Background: an optimization exercise with open tools, aiming at small area and a short achievable clock period. Do not read the settings as production practice.
RTL that was checked went through simulation tests only; none was proved equivalent to the original.
Power figures rest on the tool's default switching activity, not on a simulated workload.

Setup of lane 4:
==> flow/design.v <==
`timescale 1ns / 1ps
module DataPath16BitCpu_Clean(Clk,Reset,Restart,Ins,Mem_Out,PC,A,ALU_Out,B,MemWrite);
    input Clk;                           
    input Reset;                         
    input Restart;                       
    input [15:0] Ins;                    
    input [15:0] Mem_Out;                
    output [15:0] PC;                    
    output [15:0] A;                     
    output [15:0] ALU_Out;               
    output [15:0] B;                     
    output MemWrite;                     
    wire [3:0] op = Ins[15:12];
    wire [3:0] rs = Ins[11:8];
    wire [3:0] rt = Ins[7:4];
    wire [3:0] rd = Ins[3:0];
    wire is_lw  = (op == 4'd8);
    wire is_sw  = (op == 4'd10);
    wire is_bne = (op == 4'd14);
    wire is_jmp = (op == 4'd15);
    wire is_r   = (op == 4'd0) | (op == 4'd1) | (op == 4'd2) | (op == 4'd6) | (op == 4'd7);
    wire we     = is_r | is_lw;
    wire [3:0] wa = op[3] ? rt : rd;     
    assign MemWrite = is_sw;
    wire [15:0] C;                       
    wire [15:0] wsel;                    
    wire [15:0] V;                       
    wire [255:0] Rf;
    genvar i;
    generate
        for (i = 0; i < 16; i = i + 1) begin : dec
            assign wsel[i] = we & (wa == i);
        end
    endgenerate
    genvar j;
    generate
        for (j = 0; j < 16; j = j + 1) begin : rf
            reg [15:0] q;
            always @(posedge Clk)
                if (wsel[j]) q <= C;
            assign Rf[j*16 +: 16] = q;
        end
    endgenerate
    reg [15:0] Vr;
    always @(posedge Clk or negedge Reset)
        if (~Reset) Vr <= 16'd0;
        else Vr <= Vr | wsel;
    assign V = Vr;
    RdPort    rdA  (.a(rs), .V(V), .Rf(Rf), .y(A));
    RdPort    rdB  (.a(rt), .V(V), .Rf(Rf), .y(B));
    AddrGen   agen (.A(A), .off(Ins[3:0]), .y(ALU_Out));
    wire ne;
    ALU16     alu  (.op(op), .A(A), .B(B), .Mem_Out(Mem_Out), .C(C), .ne(ne));
    reg [15:0] PCr;
    wire [15:0] PC_Next;
    PCNext    pcn  (.PC(PCr), .Ins(Ins), .taken(is_bne & ne), .jmp(is_jmp), .nxt(PC_Next));
    always @(posedge Clk or negedge Restart)
        if (~Restart) PCr <= 16'd0;
        else PCr <= PC_Next;
    assign PC = PCr;
endmodule
module RdPort(a, V, Rf, y);
    input [3:0] a;
    input [15:0] V;
    input [255:0] Rf;
    output [15:0] y;
    wire [15:0] s;
    genvar b, k;
    generate
        for (k = 0; k < 16; k = k + 1) begin : dec
            assign s[k] = (a == k) & V[k];
        end
        for (b = 0; b < 16; b = b + 1) begin : bit_
            wire [5:0] p;
            for (k = 0; k < 5; k = k + 1) begin : grp
                assign p[k] = (s[3*k] & Rf[(3*k)*16 + b]) | (s[3*k+1] & Rf[(3*k+1)*16 + b])
                            | (s[3*k+2] & Rf[(3*k+2)*16 + b]);
            end
            assign p[5] = s[15] & Rf[15*16 + b];
            assign y[b] = (p[0] | p[1] | p[2]) | (p[3] | p[4] | p[5]);
        end
    endgenerate
endmodule
module AddrGen(A, off, y);
    input [15:0] A;
    input [3:0] off;
    output [15:0] y;
    wire [3:0] g = A[3:0] & off;
    wire [3:0] p = A[3:0] ^ off;
    wire c1 = g[0];
    wire c2 = g[1] | (p[1] & g[0]);
    wire c3 = g[2] | (p[2] & g[1]) | (p[2] & p[1] & g[0]);
    wire c4 = g[3] | (p[3] & g[2]) | (p[3] & p[2] & g[1]) | (p[3] & p[2] & p[1] & g[0]);
    wire [15:4] ones, zeros;             
    assign ones[4] = 1'b1;
    assign zeros[4] = 1'b1;
    genvar i;
    generate
        for (i = 5; i < 16; i = i + 1) begin : pfx
            assign ones[i]  = &A[i-1:4];
            assign zeros[i] = ~|A[i-1:4];
        end
    endgenerate
    wire [15:4] hi1 = off[3] ? A[15:4] : A[15:4] ^ ones;     
    wire [15:4] hi0 = off[3] ? A[15:4] ^ zeros : A[15:4];    
    assign y = {c4 ? hi1 : hi0, p ^ {c3, c2, c1, 1'b0}};
endmodule
module ALU16(op, A, B, Mem_Out, C, ne);
    input [3:0] op;
    input [15:0] A, B, Mem_Out;
    output [15:0] C;
    output ne;
    wire sub = op[2];                    
    wire [15:0] y = B ^ {16{sub}};
    wire [15:0] sum;
    Add16 add (.a(A), .b(y), .ci(sub), .s(sum), .ne(ne));   
    reg [15:0] res;
    always @(*)
        case (op[2:0])
            3'd0: res = A & B;
            3'd1: res = A | B;
            3'd7: res = {16{sum[15]}};
            default: res = sum;          
        endcase
    assign C = op[3] ? Mem_Out : res;    
endmodule
module PCNext(PC, Ins, taken, jmp, nxt);
    input [15:0] PC;
    input [15:0] Ins;
    input taken, jmp;
    output [15:0] nxt;
    wire [4:0] k = taken ? {Ins[3], Ins[3:0]} + 5'd1 : 5'd1;    
    assign nxt = jmp ? Ins : PC + {{11{k[4]}}, k};
endmodule
module Add16(a, b, ci, s, ne);
    input [15:0] a, b;
    input ci;
    output [15:0] s;
    output ne;                           
    assign s = a + b + {15'd0, ci};
    assign ne = ~&(a ^ b);
endmodule
export LEC_CHECK = 0
export CAP_MARGIN = 20
export CORE_MARGIN = 2
export CORE_UTILIZATION = 55
export PLACE_DENSITY = 0.7
export SLEW_MARGIN = 20
create_clock -name core_clock -period 14.0 [get_ports {Clk}]
standard.sh (not shown) runs the stock make flow with config.mk's settings and CLKGATE_MAP_FILE= SYNTH_SCRIPT=/design/flow/synth_recipe.tcl, a recipe that flattens the netlist after the stock synthesis.
==> flow/flow/run.sh <==
#!/bin/bash
# Layout flow: the standard flow (standard.sh) with these changes:
#  - synthesis is the standard flow's synthesis script (flow/synth.tcl) with other ABC
#    mapping scripts: modules on the input-to-output paths (RdPort AddrGen Add16) are mapped
#    for delay (flow/fast.abc), the rest for area (flow/area.abc); the
#    half/full-adder extraction is off. Registers are unchanged.
#  - port buffers are plain buf_4 cells;
#  - setup repair aims for a slack margin of 5 ns.
# Each step's full output goes to its own log file here.
set -euo pipefail
F=$(pwd)/flow
MY_ABC_SCRIPT=$F/area.abc MY_ABC_FAST_SCRIPT=$F/fast.abc MY_ABC_FAST_MODULES="RdPort AddrGen Add16" \
  bash standard.sh SYNTH_SCRIPT=$F/synth.tcl ADDER_MAP_FILE= SYNTH_HIERARCHICAL=1 SYNTH_MINIMUM_KEEP_SIZE=0 synth > synth.log 2>&1
bash standard.sh "BUFFER_PORTS_ARGS=-buffer_cell sky130_fd_sc_hd__buf_4" SETUP_SLACK_MARGIN=5  "CTS_ARGS=-sink_clustering_enable -repair_clock_nets -dont_use_dummy_load -buf_list {sky130_fd_sc_hd__clkbuf_4 sky130_fd_sc_hd__clkbuf_8} -sink_clustering_size 20 -sink_clustering_max_diameter 50" "BUFFER_PORTS_ARGS=-buffer_cell sky130_fd_sc_hd__buf_2" finish > layout.log 2>&1
==> flow/flow/area.abc <==
strash; dc2; &get -n; &dch -f; &nf -R 1000; &put
==> flow/flow/fast.abc <==
&get -n; &st; &dch; &nf; &put
==> flow/flow/synth.tcl <==
# The standard flow's synthesis script (synth_recipe.tcl) with one change: the ABC mapping
# script. MY_ABC_SCRIPT replaces ORFS's script; with SYNTH_HIERARCHICAL 1, the
# modules named in MY_ABC_FAST_MODULES are mapped with MY_ABC_FAST_SCRIPT
# instead. Registers are not touched by ABC.
proc synth {args} { yosys synth -nofsm -noshare {*}$args }
proc abc {args} {
  set i [lsearch -exact $args -script]
  if { $i < 0 || ![info exists ::env(MY_ABC_SCRIPT)] } {
    yosys abc {*}$args
    return
  }
  set fast {}
  if { [info exists ::env(MY_ABC_FAST_MODULES)] } { set fast $::env(MY_ABC_FAST_MODULES) }
  if { [llength $fast] > 0 } {
    set fargs $args
    lset fargs [expr {$i + 1}] $::env(MY_ABC_FAST_SCRIPT)
    yosys abc {*}$fargs {*}$fast
    # the rest: ABC leaves the cells mapped above alone
    lset args [expr {$i + 1}] $::env(MY_ABC_SCRIPT)
    yosys abc {*}$args
  } else {
    lset args [expr {$i + 1}] $::env(MY_ABC_SCRIPT)
    yosys abc {*}$args
  }
}
source $::env(SCRIPTS_DIR)/synth.tcl
# left out here: clear keep_hierarchy, flatten, clean up, hide names made inside functions, write 1_2_yosys.v
--- input diff lane 4..lane 2 ---
--- a/flow/design.v
+++ b/flow/design.v
@@ -38,5 +38,5 @@
             reg [15:0] q;
             always @(posedge Clk)
-                if (wsel[j]) q <= C;
+                if (wsel[j]) q <= ~C;      
             assign Rf[j*16 +: 16] = q;
         end
@@ -72,11 +72,9 @@
         end
         for (b = 0; b < 16; b = b + 1) begin : bit_
-            wire [5:0] p;
-            for (k = 0; k < 5; k = k + 1) begin : grp
-                assign p[k] = (s[3*k] & Rf[(3*k)*16 + b]) | (s[3*k+1] & Rf[(3*k+1)*16 + b])
-                            | (s[3*k+2] & Rf[(3*k+2)*16 + b]);
+            wire [7:0] p;
+            for (k = 0; k < 8; k = k + 1) begin : pair
+                assign p[k] = ~((~s[2*k] | Rf[(2*k)*16 + b]) & (~s[2*k+1] | Rf[(2*k+1)*16 + b]));
             end
-            assign p[5] = s[15] & Rf[15*16 + b];
-            assign y[b] = (p[0] | p[1] | p[2]) | (p[3] | p[4] | p[5]);
+            assign y[b] = (p[0] | p[1] | p[2] | p[3]) | (p[4] | p[5] | p[6] | p[7]);
         end
     endgenerate
Findings:
- [compare] base=lane 4 new=lane 2: total design power now sits higher, share of power burned in the clock network now sits higher, fraction of met3 tracks used by global routing now sits lower, arrival time at the worst endpoint now sits lower, multi-input combinational cell area now sits higher.
- Lane 2 against lane 4: clock distribution power increased about 2%; number of placed instances with taps included went up; post-layout instance area higher.
- Summary of lane 2 over lane 4: total detailed-routing wirelength moved up, multi-input combinational area share saw an increase.
- Die area of lane 2 falls short of that of lane 4 slightly.
- Delta (lane 2 minus lane 4): fmax went up by 0.51 MHz; power in sequential cells was more or less identical.
For lane 2, only the layout was checked, not whether the RTL still works.

-- port drivers added, routing unchanged --
In the flow no input, the clock included, has a driving cell. The finished layouts below were timed again as built, in two steps.
Step 1 (the two cells are an assumption about what drives the block):
set clk [get_ports {Clk}]
set_driving_cell -lib_cell sky130_fd_sc_hd__clkbuf_16 $clk
set_driving_cell -lib_cell sky130_fd_sc_hd__buf_2 [delete_from_list [all_inputs] $clk]
Step 2, shift: input delay + t, output delay - t, t = (earliest + latest rising clock arrival at the registers) / 2. This alone moves slack from input paths to output paths.
Three values: no drivers, after step 1, after step 2; two values: the first two.
run	shift t [ns]	setup slack, ns	worst slew at a driven data input, ns
lane 4	0.613	5.115 / 5.092 / 4.774	0.04
lane 2	0.621	5.155 / 5.135 / 4.752	0.05
After both steps every run listed still meets setup and hold. For lane 2, which loses most, drivers alone change the setup slack by -0.020 ns; drivers and shift together by -0.403 ns.
